From an optimization exercise on the open Yosys and OpenROAD flow, aimed at small area and a short achievable clock period; shortcuts taken in it are not production practice. Where RTL was checked, it was by simulation tests only, not by an equivalence proof against the original.

Design MAC_25, start of the top module:
module MAC_25(
    input         sys_clk,
    input         sys_en,
    input         rst_n,
    input  [7:0]  data_in_a,
    input         sign_data_in_a,
    input  [7:0]  data_in_b,
    output [15:0] mul_output,
    output [24:0] mac_output
);
    wire [7:0] a = data_in_a;
    wire       t = sign_data_in_a;
    wire       bz = |data_in_b[6:0];
    wire [7:0] bp = {data_in_b[7] & bz, data_in_b[6:0]} ^ {8{t}};
    wire       sel1 = data_in_b[0];
    wire       sel2 = t & ~data_in_b[0];
    wire pp0_0 = (sel1 & a[0]);
    wire pp0_1 = (sel1 & a[1]) | (sel2 & a[0]);
    wire pp0_2 = (sel1 & a[2]) | (sel2 & a[1]);
    wire pp0_3 = (sel1 & a[3]) | (sel2 & a[2]);
    wire pp0_4 = (sel1 & a[4]) | (sel2 & a[3]);
    wire pp0_5 = (sel1 & a[5]) | (sel2 & a[4]);
    wire pp0_6 = (sel1 & a[6]) | (sel2 & a[5]);
    wire pp0_7 = (sel1 & a[7]) | (sel2 & a[6]);
    wire pp0_8 = (sel2 & a[7]);
    wire pp1_0 = a[0] & bp[1];
    wire pp1_1 = a[1] & bp[1];
    wire pp1_2 = a[2] & bp[1];
    wire pp1_3 = a[3] & bp[1];
    wire pp1_4 = a[4] & bp[1];
    wire pp1_5 = a[5] & bp[1];
    wire pp1_6 = a[6] & bp[1];
    wire pp1_7 = a[7] & bp[1];
    wire pp2_0 = a[0] & bp[2];
    wire pp2_1 = a[1] & bp[2];
    wire pp2_2 = a[2] & bp[2];
  ...
Size: about 360 cells after synthesis, about 61 I/O pins, roughly 3500 um^2 of cells after synthesis.
export LEC_CHECK = 0
export CAP_MARGIN = 20
export CORE_MARGIN = 2
export CORE_UTILIZATION = 40
export SETUP_SLACK_MARGIN = 3
export SLEW_MARGIN = 20
create_clock -name core_clock -period 12.0 [get_ports {sys_clk}]
standard.sh (not shown) runs the stock make flow with config.mk's settings and CLKGATE_MAP_FILE= SYNTH_SCRIPT=/design/flow/synth_recipe.tcl, a recipe that flattens the netlist after the stock synthesis.
==> flow/flow/run.sh <==
#!/bin/bash
set -euo pipefail
bash standard.sh "BUFFER_PORTS_ARGS=-buffer_cell sky130_fd_sc_hd__buf_1" finish > standard.log 2>&1
Then changed:
==> flow/run.sh (new file) <==
#!/bin/bash
# synth_recipe.tcl (not shown) runs the flow's synth.tcl, then flattens the netlist and writes it again
# the make line also repeats each setting of config.mk as NAME=value (left out here)
make -C /OpenROAD-flow-scripts/flow DESIGN_CONFIG=/design/flow/config.mk WORK_HOME=/design/flow/orfs CLKGATE_MAP_FILE= SYNTH_SCRIPT=/design/flow/synth_recipe.tcl finish
- ABC_CLOCK_PERIOD_IN_PS: not set -> 5000
removed: flow/flow/run.sh
removed: flow/standard.sh
Clock skew hardly moves.
Core utilization climbs by 4.4 points.
Non-clock buffer count goes up by 15.
Setup slack improved by 0.058 ns.
Count of clock-buffer cells in the layout stays the same.
Then changed:
- ABC_CLOCK_PERIOD_IN_PS: 5000 -> not set
- SETUP_SLACK_MARGIN: 3 -> 2.5
What happened: The new run passed the timing, DRC and antenna checks; area after synthesis does not change; cell count goes down by a few percent; clock skew goes up by 0.0077 ns; worst hold slack gains 0.016 ns.
Function was not checked in any run of this note: the RTL went through the layout flow alone.

========
MAC_25, a different RTL version from the one above (not shown whole).
Size: roughly 320 cells after synthesis, ~25 flip-flops, about 61 I/O pins, roughly 0.0034 mm² of cells after synthesis.
Design MAC_25, start of the top module:
module MAC_25(
    input         sys_clk,
    input         sys_en,
    input         rst_n,
    input  [7:0]  data_in_a,
    input         sign_data_in_a,
    input  [7:0]  data_in_b,
    output [15:0] mul_output,
    output [24:0] mac_output
);
export LEC_CHECK = 0
export CAP_MARGIN = 20
export CORE_MARGIN = 2
export CORE_UTILIZATION = 40
export SETUP_SLACK_MARGIN = 2.5
export SLEW_MARGIN = 20
create_clock -name core_clock -period 12.0 [get_ports {sys_clk}]
==> flow/flow/run.sh <==
#!/bin/bash
set -euo pipefail
sed 's/yosys synth -nofsm -noshare/yosys synth -nofsm -noshare -noabc/' synth_recipe.tcl > my_synth.tcl
bash standard.sh "SYNTH_SCRIPT=$PWD/my_synth.tcl" "BUFFER_PORTS_ARGS=-buffer_cell sky130_fd_sc_hd__buf_1" finish > standard.log 2>&1
Edit:
- SETUP_SLACK_MARGIN: 2.5 -> 2.8
Effect:
- synthesized cell count is unchanged
- via count went up by 0.87%
- die area does not change
Edit:
- CTS_BUF_LIST: unset -> sky130_fd_sc_hd__clkbuf_8
- CTS_CLUSTER_DIAMETER: unset -> 200
- CTS_CLUSTER_SIZE: unset -> 30
- SETUP_SLACK_MARGIN: 2.8 -> 2.5
Effect: The new run produced a clean layout; non-clock buffer count went down by 3; worst setup slack is worse by 0.18 ns; synthesized area stays the same; core utilization came out lower by 1.2 points; final cell count drops slightly; clock skew barely changes; hold slack loses 0.0034 ns; via count fell slightly.
Edit:
==> flow/flow/run.sh (replaced) <==
#!/bin/bash
set -euo pipefail
bash standard.sh "BUFFER_PORTS_ARGS=-buffer_cell sky130_fd_sc_hd__buf_1" finish > standard.log 2>&1
- CTS_BUF_LIST: sky130_fd_sc_hd__clkbuf_8 -> unset
- CTS_CLUSTER_DIAMETER: 200 -> unset
- CTS_CLUSTER_SIZE: 30 -> unset
- SETUP_SLACK_MARGIN: 2.5 -> 3
- SYNTH_HIERARCHICAL: unset -> 1
- SYNTH_MINIMUM_KEEP_SIZE: unset -> 0
Outcome: The new run passed the timing, DRC and antenna checks; die area grows by 34%; setup slack gains 0.35 ns; sequential share of layout area shrinks by 2.9 points; non-clock buffer count grows by 4; critical path depth shrinks by 3.
Edit:
==> flow/flow/run.sh (replaced) <==
#!/bin/bash
set -euo pipefail
sed 's/yosys synth -nofsm -noshare/yosys synth -nofsm -noshare -noabc/' synth_recipe.tcl > my_synth.tcl
bash standard.sh "SYNTH_SCRIPT=$PWD/my_synth.tcl" "BUFFER_PORTS_ARGS=-buffer_cell sky130_fd_sc_hd__buf_1" finish > standard.log 2>&1
- ABC_AREA: unset -> 1
- SETUP_SLACK_MARGIN: 3 -> 2.5
- SYNTH_HIERARCHICAL: 1 -> unset
- SYNTH_MINIMUM_KEEP_SIZE: 0 -> unset
Core utilization goes up by 4.7 points.
Die area went down by about 22%.
Via count went down by about 1.3%.
Wire length goes down by 15%.
Edit:
- ABC_AREA: 1 -> unset
- SETUP_SLACK_MARGIN: 2.5 -> 3
Effect: Global-route usage shrinks by 1.5 points; setup slack improved by 0.19 ns; area after synthesis shrinks by a few percent; die area shrinks by a few percent; cell area grows by a few percent; first-iteration DRC count shrinks by well over a third; core utilization grows by 4.1 points; final cell count shrinks by about a fifth; sequential share of layout area shrinks by 0.49 points; via count shrinks by about a fifth.

## static timing again, ports no longer ideal
The results above use ideal ports. As a check the final layouts listed here were re-extracted and re-timed, cells and wires unchanged. Step 1 (the two cells are an assumption about what drives the block):
set clk [get_ports {sys_clk}]
set_driving_cell -lib_cell sky130_fd_sc_hd__clkbuf_16 $clk
set_driving_cell -lib_cell sky130_fd_sc_hd__buf_2 [delete_from_list [all_inputs] $clk]
Step 2 adds t to the input delays and takes it off the output delays; t is the mean of the earliest and latest rising clock arrival at the registers after step 1. Input paths then give back, and output paths get back, about the clock's delay inside the block. Slacks: ideal / step 1 / step 2; pairs: ideal / step 1.
run | t, ns | slack for setup (ns) | clock arrival spread, ns
the first run of note 1 | 0.299 | 2.830 / 2.797 / 2.680 | 0.006 / 0.006
the second run of note 1 | 0.291 | 2.888 / 2.857 / 2.695 | 0.003 / 0.003
the third run of note 1 | 0.288 | 2.639 / 2.623 / 2.446 | 0.011 / 0.012
the first run of note 2 | 0.295 | 2.755 / 2.729 / 2.622 | 0.002 / 0.002
the second run of note 2 | 0.296 | 2.931 / 2.904 / 2.802 | 0.002 / 0.002
the third run of note 2 | 0.295 | 2.755 / 2.729 / 2.622 | 0.001 / 0.002
the fourth run of note 2 | 0.291 | 3.110 / 3.064 / 3.064 | 0.004 / 0.004
the fifth run of note 2 | 0.294 | 2.965 / 2.944 / 2.944 | 0.007 / 0.007
the sixth run of note 2 | 0.292 | 3.150 / 3.110 / 3.040 | 0.002 / 0.002
After both steps every run listed still meets setup and hold.
